This design comes from an exercise in tuning for small area and a short achievable clock period on the open sky130 flow, not from production work. At most, simulation tests tie the RTL to the original design; equivalence was not proved. Function not checked in runs 1, 2 and 6: the RTL went through the layout flow alone. Power figures rest on the tool's default switching activity, not on a simulated workload.

File: config.mk
export PLATFORM = sky130hd
export DESIGN_NAME = pipeline_cpu
export DESIGN_NICKNAME = pipeline_cpu
export VERILOG_FILES = /design/flow/design.v
export SDC_FILE = /design/flow/constraint.sdc
export NUM_CORES = 4
export LEC_CHECK = 0
export CAP_MARGIN = 20
export CORE_MARGIN = 2
export CORE_UTILIZATION = 40
export SETUP_SLACK_MARGIN = 5
export SLEW_MARGIN = 20
File: constraint.sdc
create_clock -name core_clock -period 10.0 [get_ports {clk}]
set_input_delay 2.0000 -clock core_clock [delete_from_list [all_inputs] [get_ports {clk}]]
set_output_delay 2.0000 -clock core_clock [all_outputs]
set_load 0.01 [all_outputs]
File: run.sh
#!/bin/bash
# synth_recipe.tcl (not shown) runs the flow's synth.tcl, then flattens the netlist and writes it again
# the make line also repeats each setting of config.mk as NAME=value (left out here)
make -C /OpenROAD-flow-scripts/flow DESIGN_CONFIG=/design/flow/config.mk WORK_HOME=/design/flow/orfs CLKGATE_MAP_FILE= SYNTH_SCRIPT=/design/flow/synth_recipe.tcl finish
File: design.v
module pipeline_cpu (
    input clk,rst,
    output [31:0] imem_addr,    
    input  [31:0] imem_data,    
    output        dmem_we,      
    output [31:0] dmem_addr,    
    output [31:0] dmem_wdata,   
    input  [31:0] dmem_rdata    
);
reg  [31:0] pc;
reg  [31:0] ir;             
reg         iv;             
reg  [31:0] a_e, b_e;       
reg  [12:0] imm_e;          
reg  [4:0]  rd_e;
reg         fa_e, fb_e;     
reg         fbx_e;          
reg         src_e;          
reg         regwr_e, memwr_e, lw_e, br_e;
reg         sub_e, s_add_e, s_and_e, s_or_e, s_xor_e, s_slt_e;
reg  [31:0] alu_m, wd_m;    
reg  [4:0]  rd_m;
reg         regwr_m, memwr_m, lw_m;
reg  [31:0] res_w;          
reg  [4:0]  rd_w;
reg         regwr_w;
reg         tk1, tk2;       
reg  [13:0] x1, x2;         
reg  [31:0] rf [1:31];
always @(posedge clk) begin
    if (rst == 1'b0) pc <= 32'd0;
    else             pc <= pc + (tk2 ? {{18{x2[13]}}, x2} : 32'd1);
end
assign imem_addr = pc;
wire pcsrc;
wire flush_n = ~(pcsrc | tk1 | tk2);
always @(posedge clk or negedge rst) begin
    if (rst == 1'b0) iv <= 1'b0;
    else             iv <= flush_n;
end
always @(posedge clk) ir <= imem_data;
wire [6:0] op  = ir[6:0];
wire [4:0] rs1 = ir[19:15];
wire [4:0] rs2 = ir[24:20];
wire [4:0] rd  = ir[11:7];
wire [2:0] f3  = ir[14:12];
wire is_lw = (op == 7'b0000011);
wire is_sw = (op == 7'b0100011);
wire is_r  = (op == 7'b0110011);
wire is_i  = (op == 7'b0010011);
wire is_b  = (op == 7'b1100011);
wire is_alu = is_r | is_i;
reg  [31:0] rd1, rd2;
integer k;
always @(*) begin
    rd1 = 32'd0;
    rd2 = 32'd0;
    for (k = 1; k < 32; k = k + 1) begin
        rd1 = rd1 | ({32{rs1 == k}} & rf[k]);
        rd2 = rd2 | ({32{rs2 == k}} & rf[k]);
    end
end
wire [31:0] res_m = lw_m ? dmem_rdata : alu_m;
wire [31:0] a_d = (regwr_m && rd_m == rs1) ? res_m : rd1;
wire [31:0] b_d = (regwr_m && rd_m == rs2) ? res_m : rd2;
wire [12:0] imm_d = is_sw ? {ir[31], ir[31:25], ir[11:7]} :
                    is_b  ? {ir[31], ir[7], ir[30:25], ir[11:8], 1'b0} :
                            {ir[31], ir[31:20]};
wire src_d = is_lw | is_sw | is_i;
wire fa_d  = regwr_e && rd_e == rs1;
wire fb_d  = regwr_e && rd_e == rs2;
reg d_add, d_sub, d_and, d_or, d_xor, d_slt;
always @(*) begin
    d_add = 1'b0; d_sub = 1'b0; d_and = 1'b0; d_or = 1'b0; d_xor = 1'b0; d_slt = 1'b0;
    if (is_alu) begin
        case (f3)
            3'b000: begin d_add = 1'b1; d_sub = is_r & ir[30]; end
            3'b001: ;
            3'b010: begin d_slt = 1'b1; d_sub = 1'b1; end
            3'b100: d_xor = 1'b1;
            3'b110: d_or  = 1'b1;
            3'b111: d_and = 1'b1;
            default: d_add = 1'b1;
        endcase
    end else begin
        d_add = 1'b1;
        d_sub = is_b;
    end
end
always @(posedge clk) begin
    a_e   <= a_d;
    b_e   <= b_d;
    imm_e <= imm_d;
    rd_e  <= rd;
end
always @(posedge clk or negedge rst) begin
    if (rst == 1'b0) begin
        fa_e <= 1'b0; fb_e <= 1'b0; fbx_e <= 1'b0; src_e <= 1'b0;
        regwr_e <= 1'b0; memwr_e <= 1'b0; lw_e <= 1'b0; br_e <= 1'b0;
        sub_e <= 1'b0; s_add_e <= 1'b0; s_and_e <= 1'b0; s_or_e <= 1'b0;
        s_xor_e <= 1'b0; s_slt_e <= 1'b0;
    end else begin
        fa_e    <= fa_d;
        fb_e    <= fb_d;
        fbx_e   <= fb_d & ~src_d;
        src_e   <= src_d;
        regwr_e <= iv & (is_lw | is_alu) & (rd != 5'd0);
        memwr_e <= iv & is_sw;
        lw_e    <= is_lw;
        br_e    <= iv & is_b;
        sub_e   <= d_sub;
        s_add_e <= iv & d_add;
        s_and_e <= iv & d_and;
        s_or_e  <= iv & d_or;
        s_xor_e <= iv & d_xor;
        s_slt_e <= iv & d_slt;
    end
end
wire [31:0] imm32 = {{19{imm_e[12]}}, imm_e};
wire [31:0] a     = fa_e  ? alu_m : a_e;
wire [31:0] rs2v  = fb_e  ? alu_m : b_e;
wire [31:0] b     = fbx_e ? alu_m : (src_e ? imm32 : b_e);
wire [32:0] sum   = {1'b0, a} + {1'b0, b ^ {32{sub_e}}} + {32'd0, sub_e};
wire        lt    = ~sum[32];
wire [31:0] alu   = ({32{s_add_e}} & sum[31:0]) |
                    ({32{s_and_e}} & (a & b)) |
                    ({32{s_or_e}}  & (a | b)) |
                    ({32{s_xor_e}} & (a ^ b)) |
                    {31'd0, s_slt_e & lt};
assign pcsrc = br_e & (a == rs2v);
wire [13:0] imm14 = {imm_e[12], imm_e};
wire [13:0] x_e   = tk1 ? imm14 - x1 - 14'd3 : imm14 - 14'd4;
always @(posedge clk or negedge rst) begin
    if (rst == 1'b0) begin
        tk1 <= 1'b0; tk2 <= 1'b0;
    end else begin
        tk1 <= pcsrc; tk2 <= tk1;
    end
end
always @(posedge clk) begin
    x1 <= x_e;
    x2 <= x1;
end
always @(posedge clk or negedge rst) begin
    if (rst == 1'b0) begin
        alu_m <= 32'd0;
        regwr_m <= 1'b0; memwr_m <= 1'b0; lw_m <= 1'b0;
    end else begin
        alu_m <= alu;
        regwr_m <= regwr_e; memwr_m <= memwr_e; lw_m <= lw_e;
    end
end
always @(posedge clk) begin
    wd_m <= rs2v;
    rd_m <= rd_e;
end
assign dmem_we    = memwr_m;
assign dmem_addr  = alu_m;
assign dmem_wdata = wd_m;
always @(posedge clk or negedge rst) begin
    if (rst == 1'b0) regwr_w <= 1'b0;
    else             regwr_w <= regwr_m;
end
always @(posedge clk) begin
    res_w <= res_m;
    rd_w  <= rd_m;
end
always @(posedge clk) begin
    if (regwr_w) rf[rd_w] <= res_w;
end
endmodule
==> summary.txt, run 1 <==
status=finished clean; share of flip-flops with an asynchronous set or reset=4.10%; total setup buffers inserted after CTS=0; Peak VDD IR=~130 µV; Overall Power=~14 mW; setup_tns=0 ns; Commonest cells post-synth=edfxtp_1 (992), a221oi_1 (449), a22o_1 (449), dfxtp_1 (248), clkbuf_1 (243); CTS Root Cell=clkbuf_16; crit end category=flip-flop; synthesized cell area=between 50000 and 60000 µm²; Max-Cap Viols=0; global-route wire length before repair=~340000 µm; First-pass DRT Iterations=10; dpl hpwl=138000 µm; Die Ht=around 380 µm; synth-to-layout area growth=16.7%; Register-to-Register Path Depth=17; Yosys cell types=79; Worst EP arrival=approximately 5.4 ns; end of the worst register-to-register path=alu_m[31]; HP Class=reg2reg; Setup-failing EPs final=0; Core Box Area=between 100000 and 150000 µm²; via count=45.7k; CP Depth=17; syn_nets=approximately 4.4k; largest net degree at the start of global routing=64; Synth Area per Inst=13.6 µm²; top cells by area, synth=edfxtp_1 (53%), dfxtp_1 (8.8%), a221oi_1 (7.0%); Critical Path Source Type=flip-flop; R2R Setup Slk=approximately 5.3 ns; Final Wtd Congestion=0.954; initial core utilization=~40%; FF+latch count, synth=1293; Critical Path RT=between 10 and 15 ns; Yosys top cell by area=edfxtp_1; most frequent CP cell=a21oi_1; pre-CTS WS=5.25 ns; register area share after synthesis=64.0%; kind of critical path=reg2reg; Final #Nets=~4.5k; EDFF count, synth=992; worst path cell trace=buf_4, clkinvlp_4, nor2_1, buf_4, a21oi_1, nor2_1, a21oi_1, xnor2_1, ha_1, a21o_1, or4_1, o21ai_1, nand2_1, a31oi_1, a21oi_1, xor2_1, a221o_1; Worst-Skew Late Latency=a little over 0.8 ns; layout cell share with drive strength beyond 1=about an eighth; Port Buffer Count=around 160; worst setup margin=between 5 and 6 ns; row count=roughly 140; mean number of vias per cell=7.26; CTS tree=built; CP delay by family, top=compound AO/OA/AOI/OAI gates; crit path buf inv count=3; post-synth top area share=between 50% and 60%; worst clock skew=about 0.042 ns; Pwr Density=~220 nW/µm²; leakage power total=22.6 nW; total CTS buffers=around 140; Mapped Cells=~4.1k; Worst Setup EP=alu_m[31]; CTS Sinks=1293; Max stage delay cell, worst path=clkinvlp_4; critical hold path startpoint=ir[26]; CP Max Fanout=21; top-level I/O count=around 160; slew at the pin closest to its max-slew limit=1.36 ns; full die area=144000 µm²; wire per inst=40.3 µm; min Tclk post-route=around 4.7 ns; Total GRT Usage=approximately 34%; period utilisation layout=a little under half; most frequent cell after synthesis=edfxtp_1; Final Max Tran Viols=0; CP Launch Point=src_e; clk buf depth=3; Synth Warn #=1; Starting DRT DRC Count=11.1k; Crit path largest cell delay=between 0.4 and 0.5 ns; Max Freq=~210 MHz; vias in the first global route=between 40k and 50k; RSZ-0062 raised after global routing=false; drt drc=0; CTS H-tree depth=4; Routed Antenna Nets=0; chip width=around 380 µm; total grt overflow=0; Reg2Reg Launch Point=src_e; clock slew seen by the registers of the worst setup and hold paths=0.06 ns; Hold Violations, Final=0; worst rel slew slack=8.80%; antenna violations before repair=6; final WL=254000 µm; top_reg_cell synth=edfxtp_1
## where the power goes
| group | switching (mW) | internal, mW | total (mW) |
|---|---|---|---|
| registers | 0.754 | 6.63 | 7.39 |
| logic | 1.03 | 0.633 | 1.67 |
| clock network | 2.25 | 3.02 | 5.28 |
| total | 4.04 | 10.3 | 14.3 |
## area by class of cell
| type | instances | area [µm²] |
|---|---|---|
| Clock inverter | 72 | 888 |
| Multi-Input combinational cell | 2409 | 19400 |
| Timing Repair Buffer | 295 | 2630 |
| Inverter | 163 | 616 |
| Clock buffer | 177 | 3720 |
| Fill cell | 12100 | 74000 |
| Antenna cell | 8 | 20.0 |
| Tap cell | 1876 | 2350 |
| Sequential cell | 1293 | 36100 |
## cell usage in the layout, fill, tap and decap left out, drive strengths merged, types with 18 or more instances in the layout
cell / n
a21o: 38
a21oi: 190
a221oi: 449
a222oi: 64
a22o: 449
and2: 40
buf: 134
clkbuf: 177
clkdlybuf4s50: 161
clkinv: 43
dfrtp: 53
dfxtp: 248
edfxtp: 992
ha: 152
inv: 170
mux2: 35
mux2i: 78
nand2: 87
nand3: 18
nand4: 132
nor2: 179
nor3: 79
o21ai: 64
xnor2: 103
xor2: 49
## routing by layer
metal  track usage (%)  wire, µm  vias to the layer above
li1                  -         -                    17300
met1              41.6     86900                    22200
met2              49.1    103000                     4824
met3              16.9     44000                     1410
met4              19.8     19100                       18
met5              1.23       365                        -
## timing repair
item / CTS / global route
hold endpoints to repair: 0 / 0
endpoints found under the setup margin: 0 / 2
hold buffers: 0 / 0
resized for setup: 0 / 2
## worst min path at each step
stage	endpoint	slack (ns)	cells after the start
4_1_cts	imm_e[6]	0.33	0
6_report	imm_e[6]	0.33	0
3_5_place_dp	imm_e[6]	0.32	0
3_3_place_gp	imm_e[5]	0.32	0
2_1_floorplan	imm_e[5]	0.31	0
5_1_grt	imm_e[6]	0.34	0
## state kept, by name, indices dropped and copies added, names as in the netlist, 5 cells and up
| register | cells |
|---|---|
| wd_m | 32 |
| x2 | 14 |
| rd_w | 5 |
| rf | 992 |
| rd_m | 5 |
| a_e | 32 |
| x1 | 14 |
| imm_e | 13 |
| ir | 32 |
| b_e | 32 |
| alu_m | 32 |
| res_w | 32 |
| pc | 32 |
| rd_e | 5 |
## per-stage QoR
step | utilization, % | instance area (µm²) | hold WS (ns) | std cells
floorplan | - | 56400 | 0.310 | 4131
global placement | 43.7 | 61000 | 0.317 | 6035
detailed placement | 43.7 | 61000 | 0.321 | 6036
CTS | 47.0 | 65700 | 0.332 | 6285
global route | 47.0 | 65700 | 0.336 | 6285
finish | 47.1 | 65700 | 0.332 | 6293
## logic make-up (layout without fill, tap and decap cells)
logic type                 after synthesis  in the layout  share of synthesized area [%]
adders and majority gates              155            155                           3.48
AOI/OAI and AO/OA                     1355           1355                           19.4
xor gates and xnor gates               152            152                           2.36
other                                    0              8                              0
buffers and inverters                  429            707                           2.86
DFF                                   1293           1293                           64.0
muxes                                  113            113                           2.10
and+or+nand+nor                        634            634                           5.77
==> inputs of run 2 (changes only) <==
==> flow/run.sh (new file) <==
#!/bin/bash
set -euo pipefail
bash standard.sh SETUP_SLACK_MARGIN=6.7 finish > standard_flow.log 2>&1
==> standard.sh (new file) <==
#!/bin/bash
# synth_recipe.tcl (not shown) runs the flow's synth.tcl, then flattens the netlist and writes it again
# the make line also repeats each setting of config.mk as NAME=value (left out here)
make -C /OpenROAD-flow-scripts/flow DESIGN_CONFIG=/design/flow/config.mk WORK_HOME=/design/flow/orfs CLKGATE_MAP_FILE= SYNTH_SCRIPT=/design/flow/synth_recipe.tcl "${@:-finish}"
--- a/config.mk
+++ b/config.mk
@@ -8,5 +8,4 @@
 export CAP_MARGIN = 20
 export CORE_MARGIN = 2
 export CORE_UTILIZATION = 40
-export SETUP_SLACK_MARGIN = 5
 export SLEW_MARGIN = 20
removed: run.sh
==> summary.txt, run 2 <==
Hold EP=imm_e[7]; Critical Path RT=10.62 ns (-0.05 ns); CP Max Fanout=8 (-62%); Commonest cells post-synth=edfxtp_1 (992), a221oi_1 (449), a22o_1 (449), dfxtp_1 (248), clkbuf_1 (243); wire per inst=40.3 µm (-0.16%); via count=46.6k (+2.0%); setup_tns=0 ns (unchanged); Core Box Area=140000 µm² (unchanged); max reg flops=992 (unchanged); most common cell after layout, fill and taps aside=edfxtp_1; Final Max Tran Viols=0 (unchanged); post-synth top area share=52.9% (unchanged); Placed Area=61100 µm² (+0.13%); top cells by area, synth=edfxtp_1 (53%), dfxtp_1 (8.8%), a221oi_1 (7.0%); largest net degree at the start of global routing=64 (unchanged); worst rel slew slack=11.8% (+3.0 points); Yosys top cell by area=edfxtp_1; leakage power total=23.6 nW (+4.4%); total CTS buffers=137 (+1.5%); Synth Area per Inst=13.6 µm² (unchanged); Die Ht=379 µm (unchanged); CTS Sinks=1293 (unchanged); Routed Antenna Nets=0 (unchanged); Worst EP arrival=4.48 ns (-0.91 ns); mean number of vias per cell=7.24 (-0.23%); synthesized cell area=56400 µm² (unchanged); Starting DRT DRC Count=10.6k (-4.3%); Synth Warn #=1 (unchanged); final WL=259000 µm (+2.0%); most frequent cells in the layout=edfxtp_1 (992), a22o_1 (449), a221oi_1 (448), buf_4 (240), dfxtp_1 (222); Hold Violations, Final=0 (unchanged); Fill cells=12.1k (-0.38%); hold depth=0 (unchanged); Reg2Reg Launch Point=src_e; row count=137 (unchanged); HP Class=reg2reg; global-route wire length before repair=347000 µm (+1.7%); slew at the pin closest to its max-slew limit=1.32 ns (-0.0378 ns); status=finished clean; CTS H-tree depth=4 (unchanged); vias in the first global route=43.1k (+1.1%); fin area=67600 µm² (+2.9%); critical hold path startpoint=ir[27]; FF+latch count, synth=1293 (unchanged); Max-Cap Viols=0 (unchanged); R2R Setup Slk=6.15 ns (+0.87 ns); First-pass DRT Iterations=13 (+3); Total GRT Usage=35.0% (+0.69 points); clock slew seen by the registers of the worst setup and hold paths=0.07 ns (about the same); drt drc=0 (unchanged); antenna violations before repair=9 (+3); chip width=379 µm (unchanged); Hold Buf Count CTS=0 (unchanged); Setup-failing EPs final=0 (unchanged); layout cell share with drive strength beyond 1=21.0% (+9.1 points); end of the worst register-to-register path=alu_m[30]; Worst-Skew Late Latency=0.81 ns (about the same); Final Wtd Congestion=0.970 (+1.7%); clk buf depth=3 (unchanged); register area share after synthesis=64.0% (unchanged); Port Buffer Count=162 (unchanged); syn_nets=4352 (unchanged); top-level I/O count=163 (unchanged); synth-to-layout area growth=20.0%; share of flip-flops with an asynchronous set or reset=4.10% (unchanged); Critical Path Source Type=flip-flop; CTS Root Cell=clkbuf_16; Mapped Cells=4131 (unchanged); period utilisation layout=38.5% (-8.7 points); full die area=144000 µm² (unchanged); EDFF count, synth=992 (unchanged); worst clock skew=0.0361 ns (-0.00580 ns); CTS tree=built; dpl hpwl=141000 µm (+1.9%); min Tclk post-route=3.85 ns (-0.867 ns); Yosys cell types=79 (unchanged); Biggest register=rf; most frequent cell after synthesis=edfxtp_1; top_reg_cell synth=edfxtp_1; total grt overflow=0 (unchanged); Pwr Density=217 nW/µm² (-0.58%); Final #Nets=4652 (+3.0%); initial core utilization=40.3% (unchanged); RSZ-0062 raised after global routing=true; crit end category=flip-flop; kind of critical path=reg2reg; Max Freq=259 MHz (+22%); Peak VDD IR=176 µV (+37%); Register-to-Register Path Depth=19 (+2)
-- run 2: cell counts after synthesis --
No cell type changed its count.
-- run 2: kinds of logic after synthesis --
family / Yosys count / share of synthesized area, %
mux: 113 / 2.10
xor+xnor: 152 / 2.36
fa+ha+maj: 155 / 3.48
flops: 1293 / 64.0
buf+inv: 429 / 2.86
simple gates: 634 / 5.77
compound gates: 1355 / 19.4
-- run 2: how the worst max path moves through the flow --
stage / start / endpoint / cells after the start
2_1_floorplan: src_e / alu_m[27] / 16
3_3_place_gp: src_e / alu_m[30] / 19
3_5_place_dp: src_e / alu_m[30] / 19
4_1_cts: src_e / alu_m[0] / 18
5_1_grt: src_e / alu_m[30] / 19
6_report: src_e / alu_m[30] / 19
-- run 2: per-stage QoR --
| stage | cells | setup WS, ns | hold WS (ns) | power [mW] | utilization (%) |
|---|---|---|---|---|---|
| final | 6432 | 6.15 | 0.331 | 14.7 | 48.4 |
| after global routing | 6425 | 6.04 | 0.340 | 15.0 | 48.4 |
| after CTS | 6363 | 6.30 | 0.334 | 14.4 | 47.7 |
| after detailed placement | 6028 | 5.44 | 0.323 | 9.04 | 43.8 |
| after global placement | 6027 | 5.42 | 0.317 | 9.02 | 43.7 |
| after floorplan | 4131 | 6.67 | 0.310 | 8.02 | - |
-- run 2: area by class of cell --
cell class	instances	area [µm²]	area share [%]
inverter	163	616	0.910
sequential	1293	36200	53.5
tap	1876	2350	3.47
multi-input combinational	2409	20400	30.1
timing repair inverter	1	7.51	0.0111
clock buffer	176	3740	5.53
clock inverter	78	856	1.27
timing repair buffer	426	3520	5.20
antenna	10	25.0	0.0370
-- run 2: repair_timing --
| item | CTS | global route |
|---|---|---|
| resized for setup | 577 | 101 |
| setup buffers | 77 | 59 |
| pin swaps | 44 | 68 |
| endpoints found under the setup margin | 188 | 119 |
| gates cloned | 4 | 0 |
-- run 2: worst max-delay path, stage by stage (launching register included) --
cell	delay, ns
dfrtp_2	0.44
buf_12	0.16
clkinvlp_4	0.09
nor2_4	0.06
buf_12	0.15
buf_16	0.13
a21oi_1	0.13
nor2_1	0.07
a21oi_2	0.19
xnor2_1	0.16
ha_2	0.37
a21o_1	0.20
a21oi_1	0.19
o21ai_2	0.08
a221oi_2	0.32
o41ai_4	0.16
a211oi_2	0.35
o21bai_2	0.13
xnor2_1	0.17
o221ai_1	0.14
-- run 2: report_power, final --
part / leakage, nW / switching (mW) / internal (mW)
logic: 9.76 / 1.25 / 0.817
clock network: 2.25 / 2.27 / 2.97
registers: 11.6 / 0.705 / 6.65
total: 23.6 / 4.22 / 10.4
-- run 2: per-layer routing --
metal / global-route usage [%] / wire [µm] / vias up
li1: - / - / 17500
met4: 21.9 / 21800 / 34
met2: 49.8 / 105000 / 5008
met1: 41.8 / 86700 / 22500
met3: 17.4 / 44300 / 1487
met5: 1.27 / 952 / -
==> inputs of run 3 (changes only) <==
--- a/design.v
+++ b/design.v
@@ -50,16 +50,8 @@
 wire is_i  = (op == 7'b0010011);
 wire is_b  = (op == 7'b1100011);
 wire is_alu = is_r | is_i;
-reg  [31:0] rd1, rd2;
-integer k;
-always @(*) begin
-    rd1 = 32'd0;
-    rd2 = 32'd0;
-    for (k = 1; k < 32; k = k + 1) begin
-        rd1 = rd1 | ({32{rs1 == k}} & rf[k]);
-        rd2 = rd2 | ({32{rs2 == k}} & rf[k]);
-    end
-end
+wire [31:0] rd1 = (rs1 == 5'd0) ? 32'd0 : rf[rs1];
+wire [31:0] rd2 = (rs2 == 5'd0) ? 32'd0 : rf[rs2];
 wire [31:0] res_m = lw_m ? dmem_rdata : alu_m;
 wire [31:0] a_d = (regwr_m && rd_m == rs1) ? res_m : rd1;
 wire [31:0] b_d = (regwr_m && rd_m == rs2) ? res_m : rd2;
==> run.sh (new file) <==
#!/bin/bash
# synth_recipe.tcl (not shown) runs the flow's synth.tcl, then flattens the netlist and writes it again
# the make line also repeats each setting of config.mk as NAME=value (left out here)
make -C /OpenROAD-flow-scripts/flow DESIGN_CONFIG=/design/flow/config.mk WORK_HOME=/design/flow/orfs CLKGATE_MAP_FILE= SYNTH_SCRIPT=/design/flow/synth_recipe.tcl finish
removed: flow/run.sh
removed: standard.sh
==> summary.txt, run 3 <==
status=finished clean; Final Max Tran Viols=0 (unchanged); CTS Root Cell=clkbuf_16; dpl hpwl=115000 µm (-18%); full die area=158000 µm² (+9.5%); critical hold path startpoint=ir[26]; Yosys top cell by area=edfxtp_1; leakage power total=24.8 nW (+4.8%); crit end category=flip-flop; Register-to-Register Path Depth=19 (unchanged); Routed Antenna Nets=0 (unchanged); end of the worst register-to-register path=alu_m[28]; Reg2Reg Launch Point=src_e; via count=39.2k (-16%); Setup-failing EPs final=0 (unchanged); top_reg_cell synth=edfxtp_1; Hold Violations, Final=0 (unchanged); register area share after synthesis=58.4% (-5.6 points); post-synth top area share=48.2% (-4.6 points); total grt overflow=0 (unchanged); Commonest cells post-synth=edfxtp_1 (992), mux4_2 (409), mux2i_1 (366), dfxtp_1 (248), nor2_1 (219); fin util=46.0% (-2.4 points); CTS tree=built; worst clock skew=0.0214 ns (-0.0147 ns); FF+latch count, synth=1293 (unchanged); Fill cells=13.4k (+11%); worst rel slew slack=24.9% (+13 points); fin area=70700 µm² (+4.6%); CTS Sinks=1293 (unchanged); Mapped Cells=4160 (+0.70%); Worst-Skew Late Latency=0.80 ns (about the same); Critical Path Source Type=flip-flop; min Tclk post-route=4.51 ns (+0.659 ns); chip width=397 µm (+4.7%); Starting DRT DRC Count=4851 (-54%); Placed Area=66000 µm² (+7.9%); syn_nets=4389 (+0.85%); CTS H-tree depth=4 (unchanged); clock slew seen by the registers of the worst setup and hold paths=0.06 ns (about the same); post-CTS resize count=0 (-100%); Max Freq=222 MHz (-15%); Pwr Density=206 nW/µm² (-5.1%); Total GRT Usage=24.8% (-10 points); Final #Nets=4516 (-2.9%); top cells by area, synth=edfxtp_1 (48%), mux4_2 (15%), dfxtp_1 (8.0%); FF/Latch Area=36100 µm² (-0.11%); total setup buffers inserted after CTS=0 (-100%); clk buf depth=3 (unchanged); Biggest register=rf; synthesized cell area=61800 µm² (+9.6%); layout cell share with drive strength beyond 1=18.7% (-2.3 points); HP Class=reg2reg; area of the multi-input gates=24400 µm² (+20%); Worst EP arrival=5.16 ns (+0.68 ns); Hold Buf Count CTS=0 (unchanged); most frequent cells in the layout=edfxtp_1 (992), mux4_2 (409), mux2i_1 (366), dfxtp_1 (237), a21oi_1 (216); setup_tns=0 ns (unchanged); most common cell after layout, fill and taps aside=edfxtp_1; Peak VDD IR=131 µV (-26%); largest net degree at the start of global routing=126 (+97%); mean number of vias per cell=6.08 (-16%); global-route wire length before repair=281000 µm (-19%); total CTS buffers=142 (+3.6%); Synth Warn #=1 (unchanged); max reg flops=992 (unchanged); synth-to-layout area growth=14.5%; R2R Setup Slk=5.49 ns (-0.66 ns); share of flip-flops with an asynchronous set or reset=4.10% (unchanged); top-level I/O count=163 (unchanged); hold depth=0 (unchanged); Core Box Area=154000 µm² (+10%); antenna violations before repair=4 (-5); First-pass DRT Iterations=8 (-5); row count=144 (+5.1%); period utilisation layout=45.1% (+6.6 points); final WL=197000 µm (-24%); drt drc=0 (unchanged); RSZ-0062 raised after global routing=false; Max-Cap Viols=0 (unchanged); vias in the first global route=39.0k (-9.5%); Hold EP=imm_e[6]; Yosys cell types=68 (-14%); kind of critical path=reg2reg; wire per inst=30.5 µm (-24%); Port Buffer Count=162 (unchanged); most frequent cell after synthesis=edfxtp_1; Critical Path RT=10.64 ns (+0.02 ns); Final Wtd Congestion=0.876 (-9.7%); slew at the pin closest to its max-slew limit=1.12 ns (-0.195 ns); EDFF count, synth=992 (unchanged); initial core utilization=40.2% (-0.13 points); CP Max Fanout=21 (+13); Die Ht=397 µm (+4.7%); Synth Area per Inst=14.9 µm² (+8.9%)
run 3: cell types whose count changed after synthesis, moves of 62 or more:
cell,previous run,this run
o21ai_0,40,135
a221oi_1,449,35
mux4_2,0,409
mux2i_1,75,366
clkbuf_1,243,179
a22o_1,449,8
a222oi_1,64,0
a22oi_1,15,77
nand4_1,132,8
nor3_1,79,15
run 3: stage by stage:
stage | instances | power [mW] | hold WS [ns] | setup WS [ns]
final | 6454 | 14.5 | 0.325 | 5.49
after global routing | 6452 | 15.0 | 0.324 | 5.08
after CTS | 6452 | 14.6 | 0.319 | 5.52
after detailed placement | 6187 | 9.25 | 0.315 | 5.51
after global placement | 6186 | 9.22 | 0.315 | 5.60
after floorplan | 4160 | 8.19 | 0.310 | 6.13
run 3: logic make-up (layout without fill, tap and decap cells):
logic type      Yosys count  count (layout)  synth area share [%]
compound gates          733             733                  7.57
xor+xnor                154             154                  2.18
fa+ha+maj               163             163                  3.34
buf+inv                 422             670                  2.65
flops                  1293            1293                  58.4
mux                     813             813                  21.5
other cells               0               2                     0
simple gates            582             582                  4.32
run 3: per-layer routing:
metal / wire (µm) / track usage (%) / part of all wire [%] / vias to the layer above
li1: - / - / - / 16600
met4: 7060 / 9.00 / 3.6 / 0
met1: 80900 / 34.1 / 41 / 20300
met5: 0 / 0 / 0 / -
met3: 16900 / 4.90 / 8.6 / 353
met2: 92100 / 39.0 / 47 / 1929
run 3: worst max-delay path by stage:
stage	startpoint	to	slack (ns)	depth (start not counted)
finish	src_e	alu_m[28]	5.49	19
global placement	fa_e	alu_m[28]	5.60	15
detailed placement	fa_e	alu_m[28]	5.51	15
floorplan	src_e	alu_m[29]	6.13	16
global route	src_e	alu_m[28]	5.08	19
CTS	fa_e	alu_m[28]	5.52	15
run 3: area by class of cell:
class | instances | share of cell area [%]
sequential | 1293 | 51.1
clock inverter | 69 | 0.994
timing repair buffer | 247 | 3.31
tap | 2044 | 3.62
multi-input combinational | 2445 | 34.4
antenna | 2 | 0.00707
clock buffer | 196 | 5.75
inverter | 158 | 0.838
run 3: critical path: stages, from the launching register on:
cell and delay (ns):
dfrtp_1 0.36, buf_4 0.22, inv_1 0.49, nor2_1 0.13, buf_4 0.24, a21oi_1 0.13
nor2_1 0.05, a21oi_1 0.28, xnor2_1 0.11, ha_1 0.37, a21oi_1 0.25, nand3_1 0.14
inv_1 0.10, nand3_1 0.10, a211o_1 0.29, and3_1 0.26, a211o_1 0.28, a21oi_1 0.23
xor2_1 0.17, o221ai_1 0.14
run 3: where the power goes:
part	switching (mW)	internal [mW]	total, mW	leakage (nW)
clock network	2.25	3.11	5.36	2.33
logic	1.01	0.769	1.78	10.8
registers	0.794	6.62	7.41	11.6
==> inputs of run 4 (changes only) <==
--- a/design.v
+++ b/design.v
@@ -11,11 +11,11 @@
 reg  [31:0] ir;             
 reg         iv;             
 reg  [31:0] a_e, b_e;       
-reg  [12:0] imm_e;          
+reg  [12:1] imm_e;          
+reg  [31:0] bop_e;          
 reg  [4:0]  rd_e;
 reg         fa_e, fb_e;     
-reg         fbx_e;          
-reg         src_e;          
+reg         fbp_e, fbn_e;   
 reg         regwr_e, memwr_e, lw_e, br_e;
 reg         sub_e, s_add_e, s_and_e, s_or_e, s_xor_e, s_slt_e;
 reg  [31:0] alu_m, wd_m;    
@@ -50,15 +50,22 @@
 wire is_i  = (op == 7'b0010011);
 wire is_b  = (op == 7'b1100011);
 wire is_alu = is_r | is_i;
-wire [31:0] rd1 = (rs1 == 5'd0) ? 32'd0 : rf[rs1];
-wire [31:0] rd2 = (rs2 == 5'd0) ? 32'd0 : rf[rs2];
+reg  [31:0] rd1, rd2;
+integer k;
+always @(*) begin
+    rd1 = 32'd0;
+    rd2 = 32'd0;
+    for (k = 1; k < 32; k = k + 1) begin
+        rd1 = rd1 | ({32{rs1 == k}} & rf[k]);
+        rd2 = rd2 | ({32{rs2 == k}} & rf[k]);
+    end
+end
 wire [31:0] res_m = lw_m ? dmem_rdata : alu_m;
 wire [31:0] a_d = (regwr_m && rd_m == rs1) ? res_m : rd1;
 wire [31:0] b_d = (regwr_m && rd_m == rs2) ? res_m : rd2;
-wire [12:0] imm_d = is_sw ? {ir[31], ir[31:25], ir[11:7]} :
-                    is_b  ? {ir[31], ir[7], ir[30:25], ir[11:8], 1'b0} :
-                            {ir[31], ir[31:20]};
+wire [11:0] imm_d = is_sw ? {ir[31:25], ir[11:7]} : ir[31:20];
 wire src_d = is_lw | is_sw | is_i;
+wire [31:0] imm32_d = {{20{imm_d[11]}}, imm_d};
 wire fa_d  = regwr_e && rd_e == rs1;
 wire fb_d  = regwr_e && rd_e == rs2;
 reg d_add, d_sub, d_and, d_or, d_xor, d_slt;
@@ -82,20 +89,21 @@
 always @(posedge clk) begin
     a_e   <= a_d;
     b_e   <= b_d;
-    imm_e <= imm_d;
+    bop_e <= (src_d ? imm32_d : b_d) ^ {32{d_sub}};
+    imm_e <= {ir[31], ir[7], ir[30:25], ir[11:8]};
     rd_e  <= rd;
 end
 always @(posedge clk or negedge rst) begin
     if (rst == 1'b0) begin
-        fa_e <= 1'b0; fb_e <= 1'b0; fbx_e <= 1'b0; src_e <= 1'b0;
+        fa_e <= 1'b0; fb_e <= 1'b0; fbp_e <= 1'b0; fbn_e <= 1'b0;
         regwr_e <= 1'b0; memwr_e <= 1'b0; lw_e <= 1'b0; br_e <= 1'b0;
         sub_e <= 1'b0; s_add_e <= 1'b0; s_and_e <= 1'b0; s_or_e <= 1'b0;
         s_xor_e <= 1'b0; s_slt_e <= 1'b0;
     end else begin
         fa_e    <= fa_d;
         fb_e    <= fb_d;
-        fbx_e   <= fb_d & ~src_d;
-        src_e   <= src_d;
+        fbp_e   <= fb_d & ~src_d & ~d_sub;
+        fbn_e   <= fb_d & ~src_d & d_sub;
         regwr_e <= iv & (is_lw | is_alu) & (rd != 5'd0);
         memwr_e <= iv & is_sw;
         lw_e    <= is_lw;
@@ -108,19 +116,18 @@
         s_slt_e <= iv & d_slt;
     end
 end
-wire [31:0] imm32 = {{19{imm_e[12]}}, imm_e};
 wire [31:0] a     = fa_e  ? alu_m : a_e;
 wire [31:0] rs2v  = fb_e  ? alu_m : b_e;
-wire [31:0] b     = fbx_e ? alu_m : (src_e ? imm32 : b_e);
-wire [32:0] sum   = {1'b0, a} + {1'b0, b ^ {32{sub_e}}} + {32'd0, sub_e};
+wire [31:0] bx    = fbp_e ? alu_m : fbn_e ? ~alu_m : bop_e;
+wire [32:0] sum   = {1'b0, a} + {1'b0, bx} + {32'd0, sub_e};
 wire        lt    = ~sum[32];
 wire [31:0] alu   = ({32{s_add_e}} & sum[31:0]) |
-                    ({32{s_and_e}} & (a & b)) |
-                    ({32{s_or_e}}  & (a | b)) |
-                    ({32{s_xor_e}} & (a ^ b)) |
+                    ({32{s_and_e}} & (a & bx)) |
+                    ({32{s_or_e}}  & (a | bx)) |
+                    ({32{s_xor_e}} & (a ^ bx)) |
                     {31'd0, s_slt_e & lt};
 assign pcsrc = br_e & (a == rs2v);
-wire [13:0] imm14 = {imm_e[12], imm_e};
+wire [13:0] imm14 = {imm_e[12], imm_e, 1'b0};
 wire [13:0] x_e   = tk1 ? imm14 - x1 - 14'd3 : imm14 - 14'd4;
 always @(posedge clk or negedge rst) begin
     if (rst == 1'b0) begin
==> flow/run.sh (new file) <==
#!/bin/bash
set -euo pipefail
bash standard.sh SETUP_SLACK_MARGIN=6.7 finish > standard_flow.log 2>&1
==> standard.sh (new file) <==
#!/bin/bash
# synth_recipe.tcl (not shown) runs the flow's synth.tcl, then flattens the netlist and writes it again
# the make line also repeats each setting of config.mk as NAME=value (left out here)
make -C /OpenROAD-flow-scripts/flow DESIGN_CONFIG=/design/flow/config.mk WORK_HOME=/design/flow/orfs CLKGATE_MAP_FILE= SYNTH_SCRIPT=/design/flow/synth_recipe.tcl "${@:-finish}"
removed: run.sh
==> summary.txt, run 4 <==
Int Power=10.5 mW (+0.32%); slew at the pin closest to its max-slew limit=1.15 ns (+0.0218 ns); post-synth top area share=51.9% (+3.7 points); Yosys cell types=83 (+22%); max reg flops=992 (unchanged); initial core utilization=40.4% (+0.20 points); top-level I/O count=163 (unchanged); Starting DRT DRC Count=10.6k (+120%); Mapped Cells=4398 (+5.7%); Biggest register=rf; Final #Nets=4892 (+8.3%); top_reg_cell synth=edfxtp_1; Yosys top cell by area=edfxtp_1; RSZ-0062 raised after global routing=true; total CTS buffers=140 (-1.4%); Post-Synth Simple-Gate Area=7.50% (+3.2 points); Max-Cap Viols=0 (unchanged); synthesized cell area=57300 µm² (-7.2%); synth-to-layout area growth=19.9%; FF/Latch Area=36700 µm² (+1.6%); antenna violations before repair=12 (+8); FF+latch count, synth=1319 (+2.0%); via count=47.9k (+22%); layout cell share with drive strength beyond 1=20.1% (+1.4 points); Commonest cells post-synth=edfxtp_1 (992), a22oi_1 (453), dfxtp_1 (274), a221oi_1 (259), nor2_1 (231); Reg power frac=50.1% (-0.9 points); setup_tns=0 ns (unchanged); largest net degree at the start of global routing=55 (-56%); Final Wtd Congestion=0.975 (+11%); global-route wire length before repair=356000 µm (+27%); hold depth=0 (unchanged); Fill cells=12.3k (-8.0%); Die Ht=383 µm (-3.6%); final WL=265000 µm (+34%); Max Freq=284 MHz (+28%); worst rel slew slack=23.5% (-1.4 points); Critical Path Source Type=flip-flop; wire per inst=39.4 µm (+29%); share of flip-flops with an asynchronous set or reset=4.02% (-0.081 points); period utilisation layout=35.2% (-9.9 points); syn_nets=4587 (+4.5%); Peak VDD IR=190 µV (+46%); post-synthesis adder-cell area fraction=2.74% (-0.60 points); kind of critical path=reg2reg; clock share of power=36.1% (-0.7 points); CTS Sinks=1319 (+2.0%); Core Box Area=142000 µm² (-7.6%); clk buf depth=3 (unchanged); dpl hpwl=143000 µm (+24%); total grt overflow=0 (unchanged); HP Class=reg2reg; Psw=4.31 mW (+6.5%); Synth Area in Compound Gates=18.8% (+11 points); status=finished clean; fin area=68800 µm² (-2.8%); CTS H-tree depth=4 (unchanged); Synth Warn #=1 (unchanged); Worst-Skew Late Latency=0.82 ns (+0.02 ns); CTS tree=built; mux contribution to synthesized area=2.01% (-20 points); Comb pwr share=13.8% (+1.6 points); Routed Antenna Nets=0 (unchanged); crit end category=flip-flop; Total GRT Usage=34.9% (+10 points); top cells by area, synth=edfxtp_1 (52%), dfxtp_1 (9.6%), a22oi_1 (5.9%); Sw Share=29.1% (+1.2 points); full die area=146000 µm² (-7.1%); min Tclk post-route=3.52 ns (-0.993 ns); chip width=383 µm (-3.6%); Hold Violations, Final=0 (unchanged); Placed Area=61800 µm² (-6.3%); EDFF count, synth=992 (unchanged); clock slew seen by the registers of the worst setup and hold paths=0.06 ns (about the same); most frequent cell after synthesis=edfxtp_1; most frequent cells in the layout=edfxtp_1 (992), a22oi_1 (452), a221oi_1 (239), dfxtp_1 (234), buf_4 (227); CP Max Fanout=4 (-81%); Final Max Tran Viols=0 (unchanged); Synth Area per Inst=13.0 µm² (-12%); mean number of vias per cell=7.12 (+17%); row count=138 (-4.2%); most common cell after layout, fill and taps aside=edfxtp_1; Setup-failing EPs final=0 (unchanged); Port Buffer Count=162 (unchanged); First-pass DRT Iterations=13 (+5); CTS Root Cell=clkbuf_16; area of the multi-input gates=20400 µm² (-16%); Pwr Density=216 nW/µm² (+5.0%); vias in the first global route=44.4k (+14%); drt drc=0 (unchanged); DP Cell Count=6304 (+1.9%); Worst EP arrival=4.20 ns (-0.96 ns); worst clock skew=0.0354 ns (+0.0140 ns); leakage power total=24.2 nW (-2.1%); Critical Path RT=10.68 ns (+0.04 ns); largest family of logic cells by synthesized area=compound AO/OA/AOI/OAI gates; Register-to-Register Path Depth=19 (unchanged); register area share after synthesis=63.8% (+5.4 points); XOR/XNOR share of the synthesized area=1.99% (-0.20 points); Post-Layout Cell Count=6725 (+4.2%)
[run 4: area by class of cell]
cell class                 count  share of cell area, %
clock buffer                 178                   5.53
antenna                       14                 0.0509
tap                         1890                   3.44
sequential                  1319                   53.4
timing repair buffer         433                   5.68
multi-input combinational   2637                   29.7
clock inverter                82                   1.29
inverter                     172                  0.939
[run 4: kinds of logic after synthesis]
logic type / count (synthesis)
buffers and inverters: 443
DFF: 1319
xor gates and xnor gates: 130
and+or+nand+nor: 886
AOI/OAI and AO/OA: 1386
adders and majority gates: 123
muxes: 111
[run 4: power by group through the flow]
stage                     sequential (mW)  combinational, mW  clock (mW)
after floorplan                      7.28              0.814           0
after global placement               7.56               1.55           0
after detailed placement             7.58               1.56           0
after CTS                            7.39               1.87        5.36
after global routing                 7.48               2.13        5.56
final                                7.44               2.05        5.36
[run 4: final timing paths]
kind                          from   endpoint  slack, ns
hold reg to reg            memwr_e    memwr_m       0.35
hold / removal             memwr_e    memwr_m       0.35
min in group asynchronous      rst    memwr_m       1.59
max in group asynchronous      rst  alu_m[29]       7.78
setup reg to reg             fbp_e  alu_m[26]       6.48
setup / recovery             fbp_e  alu_m[26]       6.48
[run 4: routing by layer]
metal | wire, µm | global-route usage, % | vias up
li1 | - | - | 18300
met1 | 89200 | 41.9 | 23000
met2 | 108000 | 49.7 | 5116
met3 | 46300 | 18.0 | 1466
met4 | 21000 | 20.3 | 20
met5 | 591 | 1.32 | -
[run 4: through the flow]
| step | total power, mW | hold WS (ns) | util (%) | worst slack, ns |
|---|---|---|---|---|
| after detailed placement | 9.14 | 0.336 | 43.5 | 5.68 |
| after floorplan | 8.09 | 0.323 | - | 6.72 |
| after global routing | 15.2 | 0.361 | 48.4 | 6.39 |
| after CTS | 14.6 | 0.349 | 47.9 | 6.50 |
| after global placement | 9.11 | 0.336 | 43.5 | 5.68 |
| final | 14.8 | 0.350 | 48.4 | 6.48 |
[run 4: critical path: stages (launching register included)]
cell,delay (ns)
dfrtp_2,0.42
buf_12,0.14
nand2b_4,0.15
buf_12,0.14
nor2_4,0.10
a221oi_4,0.05
inv_2,0.07
fa_2,0.20
inv_2,0.04
fa_2,0.37
nor2b_2,0.14
o31a_1,0.18
o21ai_2,0.08
a21o_1,0.22
a211o_1,0.37
buf_4,0.15
nor2b_4,0.12
o211a_1,0.22
o21ai_1,0.11
o211ai_1,0.11
[run 4: what timing repair did]
item,CTS,global route
gates cloned,7,0
pin swaps,37,48
endpoints found under the setup margin,206,137
resized for setup,638,107
setup buffers,105,35
hold buffers,0,0
==> inputs of run 5 (changes only) <==
--- a/design.v
+++ b/design.v
@@ -16,6 +16,9 @@
 reg  [4:0]  rd_e;
 reg         fa_e, fb_e;     
 reg         fbp_e, fbn_e;   
+reg         fan_e;          
+reg         fbs_e;          
+reg         fbq_e;          
 reg         regwr_e, memwr_e, lw_e, br_e;
 reg         sub_e, s_add_e, s_and_e, s_or_e, s_xor_e, s_slt_e;
 reg  [31:0] alu_m, wd_m;    
@@ -96,6 +99,7 @@
 always @(posedge clk or negedge rst) begin
     if (rst == 1'b0) begin
         fa_e <= 1'b0; fb_e <= 1'b0; fbp_e <= 1'b0; fbn_e <= 1'b0;
+        fan_e <= 1'b1; fbs_e <= 1'b1; fbq_e <= 1'b1;
         regwr_e <= 1'b0; memwr_e <= 1'b0; lw_e <= 1'b0; br_e <= 1'b0;
         sub_e <= 1'b0; s_add_e <= 1'b0; s_and_e <= 1'b0; s_or_e <= 1'b0;
         s_xor_e <= 1'b0; s_slt_e <= 1'b0;
@@ -104,6 +108,9 @@
         fb_e    <= fb_d;
         fbp_e   <= fb_d & ~src_d & ~d_sub;
         fbn_e   <= fb_d & ~src_d & d_sub;
+        fan_e   <= ~fa_d;
+        fbs_e   <= ~(fb_d & ~src_d);
+        fbq_e   <= ~(fb_d & ~src_d & d_sub);
         regwr_e <= iv & (is_lw | is_alu) & (rd != 5'd0);
         memwr_e <= iv & is_sw;
         lw_e    <= is_lw;
@@ -116,9 +123,11 @@
         s_slt_e <= iv & d_slt;
     end
 end
-wire [31:0] a     = fa_e  ? alu_m : a_e;
+wire [31:0] a     = {fan_e ? a_e[31:16] : alu_m[31:16],
+                     fa_e  ? alu_m[15:0] : a_e[15:0]};
 wire [31:0] rs2v  = fb_e  ? alu_m : b_e;
-wire [31:0] bx    = fbp_e ? alu_m : fbn_e ? ~alu_m : bop_e;
+wire [31:0] bx    = {fbs_e ? bop_e[31:16] : fbq_e ? alu_m[31:16] : ~alu_m[31:16],
+                     fbp_e ? alu_m[15:0] : fbn_e ? ~alu_m[15:0] : bop_e[15:0]};
 wire [32:0] sum   = {1'b0, a} + {1'b0, bx} + {32'd0, sub_e};
 wire        lt    = ~sum[32];
 wire [31:0] alu   = ({32{s_add_e}} & sum[31:0]) |
==> flow/run.sh (replaced) <==
#!/bin/bash
set -euo pipefail
bash standard.sh SETUP_SLACK_MARGIN=6.8 finish > standard_flow.log 2>&1
--- a/config.mk
+++ b/config.mk
@@ -8,4 +8,7 @@
 export CAP_MARGIN = 20
 export CORE_MARGIN = 2
 export CORE_UTILIZATION = 40
+export CTS_BUF_LIST = sky130_fd_sc_hd__clkbuf_16
+export CTS_CLUSTER_DIAMETER = 60
+export CTS_CLUSTER_SIZE = 24
 export SLEW_MARGIN = 20
==> summary.txt, run 5 <==
chip width=382 µm (-0.15%); most common cell after layout, fill and taps aside=edfxtp_1; Int Power=9.55 mW (-9.3%); wire per inst=38.8 µm (-1.5%); leakage power total=23.9 nW (-1.3%); global-route wire length before repair=347000 µm (-2.7%); syn_nets=4594 (+0.15%); mean number of vias per cell=7.05 (-0.93%); total CTS buffers=95 (-32%); Post-Layout Cell Count=6647 (-1.2%); worst clock skew=0.0494 ns (+0.0140 ns); final WL=258000 µm (-2.7%); Overall Power=13.8 mW (-7.3%); Setup-failing EPs final=0 (unchanged); Mapped Cells=4405 (+0.16%); Yosys cell types=69 (-17%); initial core utilization=40.3% (-0.075 points); largest net degree at the start of global routing=65 (+18%); row count=138 (unchanged); worst rel slew slack=26.2% (+2.7 points); Comb pwr share=14.7% (+0.9 points); full die area=146000 µm² (-0.30%); CTS H-tree depth=3 (-1); top cells by area, synth=edfxtp_1 (52%), dfxtp_1 (9.6%), a22oi_1 (6.0%); synth-to-layout area growth=18.9%; Die Ht=382 µm (-0.15%); Routed Antenna Nets=0 (unchanged); period utilisation layout=33.6% (-1.6 points); Placed Area=61600 µm² (-0.22%); Final Max Tran Viols=0 (unchanged); clk buf depth=3 (unchanged); Biggest register=rf; setup_tns=0 ns (unchanged); Critical Path RT=8.00 ns (-2.68 ns); Max-Cap Viols=0 (unchanged); Max Freq=297 MHz (+4.7%); Synth Area per Inst=13.0 µm² (-0.47%); synthesized cell area=57200 µm² (-0.31%); fin area=68000 µm² (-1.2%); Hold EP=lw_m; Reg2Reg Launch Point=fbq_e; end of the worst register-to-register path=alu_m[27]; Reg power frac=53.9% (+3.8 points); Final #Nets=4861 (-0.63%); DP Cell Count=6299 (-0.079%); CTS Sinks=1322 (+0.23%); RSZ-0062 raised after global routing=true; most frequent cell after synthesis=edfxtp_1; CTS Root Cell=clkbuf_16; Synth Warn #=1 (unchanged); Starting DRT DRC Count=10.4k (-2.0%); Crit path largest cell delay=0.47 ns (+0.05 ns); Critical Path Source Type=flip-flop; EDFF count, synth=992 (unchanged); Hold Violations, Final=0 (unchanged); Worst-Skew Late Latency=0.78 ns (-0.04 ns); Psw=4.21 mW (-2.4%); Total GRT Usage=33.9% (-1.0 points); Hold Buf Count CTS=0 (unchanged); top-level I/O count=163 (unchanged); register area share after synthesis=64.2% (+0.33 points); vias in the first global route=43.5k (-2.0%); top_reg_cell synth=edfxtp_1; crit end category=output pin; CP Max Fanout=2 (-2); kind of critical path=reg2out; Pwr Density=203 nW/µm² (-6.2%); Port Buffer Count=162 (unchanged); HP Class=reg2reg; layout cell share with drive strength beyond 1=19.9% (-0.22 points); CP delay by family, top=flip-flops; Max stage delay cell, worst path=dfrtp_2; Core Box Area=142000 µm² (-0.12%); most frequent cells in the layout=edfxtp_1 (992), a22oi_1 (454), nand2_1 (238), buf_4 (230), a221oi_1 (229); hold depth=0 (unchanged); drt drc=0 (unchanged); crit path buf inv count=1 (-4); share of flip-flops with an asynchronous set or reset=4.24% (+0.22 points); max reg flops=992 (unchanged); total grt overflow=0 (unchanged); status=finished clean; Commonest cells post-synth=edfxtp_1 (992), a22oi_1 (454), dfxtp_1 (274), a221oi_1 (245), nand2_1 (243); clock share of power=31.4% (-4.7 points); Yosys top cell by area=edfxtp_1; Sw Share=30.6% (+1.5 points); CTS tree=built; First-pass DRT Iterations=17 (+4); Register-to-Register Path Depth=14 (-5); Peak VDD IR=201 µV (+5.5%); hold slack=0.347 ns (-0.00355 ns); Worst EP arrival=1.36 ns (-2.84 ns); R2R Setup Slk=6.65 ns (+0.17 ns); critical hold path startpoint=lw_e; dpl hpwl=133000 µm (-7.0%); clock slew seen by the registers of the worst setup and hold paths=0.08 ns (+0.02 ns); worst path cell trace=buf_6; slew at the pin closest to its max-slew limit=1.11 ns (-0.0391 ns); Final Wtd Congestion=0.918 (-5.8%); via count=46.9k (-2.1%); FF+latch count, synth=1322 (+0.23%); post-synth top area share=52.1% (+0.16 points); min Tclk post-route=3.36 ns (-0.156 ns); antenna violations before repair=8 (-4)
run 5: power by group through the flow:
stage / Sequential (mW) / Combinational [mW] / Clock (mW)
5_1_grt: 7.48 / 2.10 / 4.54
2_1_floorplan: 7.29 / 0.797 / 0
3_5_place_dp: 7.58 / 1.52 / 0
6_report: 7.42 / 2.02 / 4.33
4_1_cts: 7.38 / 1.85 / 4.33
3_3_place_gp: 7.57 / 1.51 / 0
run 5: area by class of cell:
cell class,count,area [µm²]
tap,1890,2360
sequential,1322,36800
inverter,168,632
multi-input combinational,2645,20600
timing repair buffer,440,4070
clock inverter,83,1120
clock buffer,95,2380
fill,12300,73800
antenna,4,10.0
run 5: cell families (layout without fill, tap and decap cells):
logic type      Yosys count  in the layout  share of synthesized area [%]
xor+xnor                148            148                           2.27
buf+inv                 439            786                           3.00
compound gates         1377           1377                           18.4
flops                  1322           1322                           64.2
fa+ha+maj               123            123                           2.74
mux                     112            112                           2.03
other cells               0              4                              0
simple gates            884            885                           7.37
run 5: worst max-delay path by stage:
stage                  start      endpoint  slack (ns)  cells after the start
floorplan              fbp_e     alu_m[30]        6.79                     18
global placement       fbp_e     alu_m[30]        5.51                     16
detailed placement     fbp_e      alu_m[0]        5.47                     16
CTS                 alu_m[0]  dmem_addr[0]        6.61                      1
global route           fbq_e     alu_m[27]        6.52                     14
finish              alu_m[0]  dmem_addr[0]        6.64                      1
run 5: repair_timing:
item,in CTS,in global routing
endpoints found under the setup margin,238,189
pin swaps,41,57
gates resized for setup,714,147
setup buffers,117,48
cloned,0,1
run 5: per-stage QoR:
step | utilization (%) | worst slack, ns
detailed placement | 43.5 | 5.47
CTS | 47.2 | 6.61
floorplan | - | 6.79
global route | 47.9 | 6.52
finish | 47.9 | 6.64
global placement | 43.5 | 5.51
run 5: layer usage:
layer / track usage [%] / share of wire [%]
met1: 41.5 / 34
met2: 49.4 / 41
met3: 14.3 / 17
met4: 20.6 / 8.0
met5: 0.794 / 0.062
==> inputs of run 6 (changes only) <==
--- a/design.v
+++ b/design.v
@@ -22,6 +22,7 @@
 reg         regwr_e, memwr_e, lw_e, br_e;
 reg         sub_e, s_add_e, s_and_e, s_or_e, s_xor_e, s_slt_e;
 reg  [31:0] alu_m, wd_m;    
+reg  [31:0] alu_n;          
 reg  [4:0]  rd_m;
 reg         regwr_m, memwr_m, lw_m;
 reg  [31:0] res_w;          
@@ -63,7 +64,7 @@
         rd2 = rd2 | ({32{rs2 == k}} & rf[k]);
     end
 end
-wire [31:0] res_m = lw_m ? dmem_rdata : alu_m;
+wire [31:0] res_m = lw_m ? dmem_rdata : ~alu_n;
 wire [31:0] a_d = (regwr_m && rd_m == rs1) ? res_m : rd1;
 wire [31:0] b_d = (regwr_m && rd_m == rs2) ? res_m : rd2;
 wire [11:0] imm_d = is_sw ? {ir[31:25], ir[11:7]} : ir[31:20];
@@ -96,26 +97,26 @@
     imm_e <= {ir[31], ir[7], ir[30:25], ir[11:8]};
     rd_e  <= rd;
 end
+always @(posedge clk) begin
+    fa_e    <= fa_d;
+    fb_e    <= fb_d;
+    fbp_e   <= fb_d & ~src_d & ~d_sub;
+    fbn_e   <= fb_d & ~src_d & d_sub;
+    fan_e   <= ~fa_d;
+    fbs_e   <= ~(fb_d & ~src_d);
+    fbq_e   <= ~(fb_d & ~src_d & d_sub);
+    sub_e   <= d_sub;
+    lw_e    <= is_lw;
+end
 always @(posedge clk or negedge rst) begin
     if (rst == 1'b0) begin
-        fa_e <= 1'b0; fb_e <= 1'b0; fbp_e <= 1'b0; fbn_e <= 1'b0;
-        fan_e <= 1'b1; fbs_e <= 1'b1; fbq_e <= 1'b1;
-        regwr_e <= 1'b0; memwr_e <= 1'b0; lw_e <= 1'b0; br_e <= 1'b0;
-        sub_e <= 1'b0; s_add_e <= 1'b0; s_and_e <= 1'b0; s_or_e <= 1'b0;
+        regwr_e <= 1'b0; memwr_e <= 1'b0; br_e <= 1'b0;
+        s_add_e <= 1'b0; s_and_e <= 1'b0; s_or_e <= 1'b0;
         s_xor_e <= 1'b0; s_slt_e <= 1'b0;
     end else begin
-        fa_e    <= fa_d;
-        fb_e    <= fb_d;
-        fbp_e   <= fb_d & ~src_d & ~d_sub;
-        fbn_e   <= fb_d & ~src_d & d_sub;
-        fan_e   <= ~fa_d;
-        fbs_e   <= ~(fb_d & ~src_d);
-        fbq_e   <= ~(fb_d & ~src_d & d_sub);
         regwr_e <= iv & (is_lw | is_alu) & (rd != 5'd0);
         memwr_e <= iv & is_sw;
-        lw_e    <= is_lw;
         br_e    <= iv & is_b;
-        sub_e   <= d_sub;
         s_add_e <= iv & d_add;
         s_and_e <= iv & d_and;
         s_or_e  <= iv & d_or;
@@ -123,11 +124,12 @@
         s_slt_e <= iv & d_slt;
     end
 end
-wire [31:0] a     = {fan_e ? a_e[31:16] : alu_m[31:16],
-                     fa_e  ? alu_m[15:0] : a_e[15:0]};
-wire [31:0] rs2v  = fb_e  ? alu_m : b_e;
-wire [31:0] bx    = {fbs_e ? bop_e[31:16] : fbq_e ? alu_m[31:16] : ~alu_m[31:16],
-                     fbp_e ? alu_m[15:0] : fbn_e ? ~alu_m[15:0] : bop_e[15:0]};
+wire [31:0] fwd   = ~alu_n;
+wire [31:0] a     = {fan_e ? a_e[31:16] : fwd[31:16],
+                     fa_e  ? fwd[15:0] : a_e[15:0]};
+wire [31:0] rs2v  = fb_e  ? fwd : b_e;
+wire [31:0] bx    = {fbs_e ? bop_e[31:16] : fbq_e ? fwd[31:16] : alu_n[31:16],
+                     fbp_e ? fwd[15:0] : fbn_e ? alu_n[15:0] : bop_e[15:0]};
 wire [32:0] sum   = {1'b0, a} + {1'b0, bx} + {32'd0, sub_e};
 wire        lt    = ~sum[32];
 wire [31:0] alu   = ({32{s_add_e}} & sum[31:0]) |
@@ -152,13 +154,15 @@
 always @(posedge clk or negedge rst) begin
     if (rst == 1'b0) begin
         alu_m <= 32'd0;
-        regwr_m <= 1'b0; memwr_m <= 1'b0; lw_m <= 1'b0;
+        regwr_m <= 1'b0; memwr_m <= 1'b0;
     end else begin
         alu_m <= alu;
-        regwr_m <= regwr_e; memwr_m <= memwr_e; lw_m <= lw_e;
+        regwr_m <= regwr_e; memwr_m <= memwr_e;
     end
 end
 always @(posedge clk) begin
+    lw_m  <= lw_e;
+    alu_n <= ~alu;
     wd_m <= rs2v;
     rd_m <= rd_e;
 end
==> flow/run.sh (replaced) <==
#!/bin/bash
set -euo pipefail
bash standard.sh SETUP_SLACK_MARGIN=6.8 "BUFFER_PORTS_ARGS=-buffer_cell sky130_fd_sc_hd__buf_2" finish > standard_flow.log 2>&1
--- a/config.mk
+++ b/config.mk
@@ -7,7 +7,7 @@
 export LEC_CHECK = 0
 export CAP_MARGIN = 20
 export CORE_MARGIN = 2
-export CORE_UTILIZATION = 40
+export CORE_UTILIZATION = 50
 export CTS_BUF_LIST = sky130_fd_sc_hd__clkbuf_16
 export CTS_CLUSTER_DIAMETER = 60
 export CTS_CLUSTER_SIZE = 24
==> summary.txt, run 6 <==
Mapped Cells=4583 (+4.0%); period utilisation layout=34.9% (+1.3 points); vias in the first global route=43.6k (+0.43%); synth-to-layout area growth=17.2%; CTS H-tree depth=3 (unchanged); Synth Warn #=1 (unchanged); post-synth top area share=51.3% (-0.81 points); Fill cells=9255 (-25%); status=finished clean; Pwr Density=212 nW/µm² (+4.4%); worst rel slew slack=11.7% (-15 points); clock slew seen by the registers of the worst setup and hold paths=0.09 ns (about the same); FF/Latch Area=37400 µm² (+1.5%); Worst-Skew Late Latency=0.76 ns (-0.02 ns); Commonest cells post-synth=edfxtp_1 (992), a22oi_1 (650), dfxtp_1 (316), nand2_1 (302), nor2_1 (238); dpl hpwl=137000 µm (+3.6%); Yosys top cell by area=edfxtp_1; leakage power total=24.3 nW (+1.4%); Max Freq=287 MHz (-3.6%); CTS tree=built; drt drc=0 (unchanged); Yosys cell types=87 (+26%); crit end category=flip-flop; antenna violations before repair=8 (unchanged); worst setup margin=6.51 ns (-0.126 ns); syn_nets=4772 (+3.9%); layout cell share with drive strength beyond 1=19.7% (-0.27 points); Critical Path Source Type=flip-flop; Setup-failing EPs final=0 (unchanged); FF+latch count, synth=1354 (+2.4%); slew at the pin closest to its max-slew limit=1.31 ns (+0.204 ns); full die area=119000 µm² (-19%); fin util=58.8% (+11 points); Final Wtd Congestion=0.960 (+4.5%); Overall Power=14.4 mW (+4.6%); First-pass DRT Iterations=14 (-3); most common cell after layout, fill and taps aside=edfxtp_1; Port Buffer Count=162 (unchanged); most frequent cells in the layout=edfxtp_1 (992), a22oi_1 (650), nand2_1 (298), dfxtp_1 (252), buf_4 (209); min Tclk post-route=3.49 ns (+0.126 ns); Peak VDD IR=180 µV (-10%); largest net degree at the start of global routing=65 (unchanged); total grt overflow=0 (unchanged); CTS Sinks=1354 (+2.4%); Final #Nets=5017 (+3.2%); register area share after synthesis=64.2% (about the same); clk buf depth=3 (unchanged); top-level I/O count=163 (unchanged); worst clock skew=0.0477 ns (-0.00167 ns); top_reg_cell synth=edfxtp_1; area of the multi-input gates=20800 µm² (+1.1%); RSZ-0062 raised after global routing=true; Total GRT Usage=41.6% (+7.7 points); Die Ht=345 µm (-9.8%); total CTS buffers=109 (+15%); initial core utilization=50.2% (+9.8 points); Hold Buf Count CTS=0 (unchanged); Routed Antenna Nets=0 (unchanged); wire per inst=39.5 µm (+1.8%); CTS Root Cell=clkbuf_16; Synth Area per Inst=12.7 µm² (-2.4%); Hold Violations, Final=0 (unchanged); kind of critical path=reg2reg; mean number of vias per cell=7.36 (+4.4%); row count=125 (-9.4%); EDFF count, synth=992 (unchanged); final WL=255000 µm (-1.1%); HP Class=reg2reg; via count=47.5k (+1.4%); Starting DRT DRC Count=10.9k (+4.5%); share of flip-flops with an asynchronous set or reset=3.40% (-0.84 points); pre-CTS WS=5.76 ns (+0.283 ns); global-route wire length before repair=342000 µm (-1.3%); most frequent cell after synthesis=edfxtp_1; setup_tns=0 ns (unchanged); Biggest register=rf; Max-Cap Viols=0 (unchanged); chip width=345 µm (-9.8%); Core Box Area=116000 µm² (-18%); Worst EP arrival=4.10 ns (+2.74 ns); synthesized cell area=58100 µm² (+1.6%); CP Max Fanout=4 (+2); top cells by area, synth=edfxtp_1 (51%), dfxtp_1 (11%), a22oi_1 (8.4%); max reg flops=992 (unchanged); Critical Path RT=10.62 ns (+2.62 ns); Final Max Tran Viols=0 (unchanged)
## run 6: cell count changes in the layout (fill, tap and decap cells not counted), moves of 27 or more
cell | previous run | this run
a22o_1 | 224 | 125
o21ai_0 | 52 | 92
a22oi_1 | 454 | 650
a221oi_1 | 229 | 126
dfxtp_1 | 212 | 252
buf_2 | 18 | 105
nand2_1 | 238 | 298
nand3_1 | 57 | 105
dfrtp_2 | 35 | 1
dfrtp_1 | 18 | 45
clkdlybuf4s50_1 | 64 | 0
a21oi_1 | 161 | 109
## run 6: layout make-up
cell class | instances | area share (%)
Antenna cell | 8 | 0.0294
Clock buffer | 110 | 4.05
Clock inverter | 98 | 1.95
Inverter | 174 | 0.971
Multi-Input combinational cell | 2779 | 30.6
Sequential cell | 1354 | 54.9
Tap cell | 1524 | 2.80
Timing Repair Buffer | 410 | 4.73
## run 6: path summary, 6_finish.rpt
kind / startpoint / cells past startpoint / slack (ns) / end
min reg2reg: lw_e / 0 / 0.33 / lw_m
min: lw_e / 0 / 0.33 / lw_m
max: fbn_e / 14 / 6.51 / alu_m[24]
max reg2reg: fbn_e / 14 / 6.51 / alu_m[24]
min in group asynchronous: rst / 1 / 1.15 / tk2
max in group asynchronous: rst / 2 / 7.72 / alu_m[18]
## run 6: logic make-up (layout without fill, tap and decap cells)
| logic type | Yosys count | count (layout) | synth area share, % |
|---|---|---|---|
| other cells | 0 | 8 | 0 |
| mux | 69 | 69 | 1.23 |
| simple gates | 1024 | 1024 | 8.43 |
| xor+xnor | 143 | 143 | 2.16 |
| flops | 1354 | 1354 | 64.2 |
| compound gates | 1420 | 1420 | 18.3 |
| fa+ha+maj | 123 | 123 | 2.70 |
| buf+inv | 450 | 792 | 3.06 |
## run 6: where the power goes
| group | internal (mW) | switching, mW | total (mW) |
|---|---|---|---|
| registers | 6.93 | 0.676 | 7.61 |
| clock network | 2.30 | 2.54 | 4.84 |
| logic | 0.746 | 1.20 | 1.94 |
## run 6: worst max-delay path: stages (launching register included)
cell and delay [ns]:
dfxtp_4 0.40, mux2_4 0.32, o21ai_4 0.16, inv_2 0.06, fa_2 0.38, fa_2 0.38, a21o_1 0.21, nand4_1 0.19
a21oi_4 0.12, o21a_4 0.25, and3_4 0.20, o31ai_4 0.22, a21oi_2 0.09, mux2i_1 0.13, a211o_1 0.24
## run 6: routing by layer
metal | GRT usage, % | share of wire (%) | vias to the layer above
li1 | - | - | 18600
met1 | 52.3 | 34 | 22700
met2 | 58.3 | 40 | 4886
met3 | 19.8 | 18 | 1370
met4 | 23.6 | 7.7 | 24
met5 | 1.00 | 0.26 | -
## run 6: per-stage QoR
stage               hold slack (ns)  instances  cell area (µm²)
floorplan                     0.310       4583            58100
global placement              0.314       6134            61500
detailed placement            0.312       6134            61500
CTS                           0.331       6398            66800
global route                  0.340       6450            68000
finish                        0.331       6457            68000
## run 6: timing repair
action / 4_1_cts / 5_1_grt
cloned: 0 / 0
setup buffers: 56 / 51
endpoints found under the setup margin: 228 / 186
resized for setup: 211 / 182
hold endpoints to repair: 0 / 0
pin swaps: 50 / 57

separate check: timing with driven ports:
No port has a modelled driver above. Below, the same layouts with a new extraction and two added sets of constraints.
Step 1 (the two cells are an assumption about what drives the block):
set clk [get_ports {clk}]
set_driving_cell -lib_cell sky130_fd_sc_hd__clkbuf_16 $clk
set_driving_cell -lib_cell sky130_fd_sc_hd__buf_2 [delete_from_list [all_inputs] $clk]
Step 2 also shifts input and output timing later by t, the mid clock arrival at the registers, as if the neighbouring blocks saw the same clock.
a / b / c = ideal ports / drivers / drivers and shift; a / b = the first two.
run | t, ns | setup WS [ns] | cell pins on the clock port's net
run 1 | 0.873 | 5.280 / 5.280 / 5.280 | 1
run 2 | 0.881 | 6.146 / 6.146 / 6.049 | 1
run 3 | 0.860 | 5.487 / 5.487 / 5.487 | 1
run 4 | 0.871 | 6.480 / 6.480 / 6.145 | 1
run 5 | 0.835 | 6.637 / 6.559 / 6.060 | 1
run 6 | 0.812 | 6.511 / 6.511 / 6.319 | 1
After both steps every run listed still meets setup and hold. For run 5, which loses most, drivers alone change the setup slack by -0.078 ns; drivers and shift together by -0.577 ns.
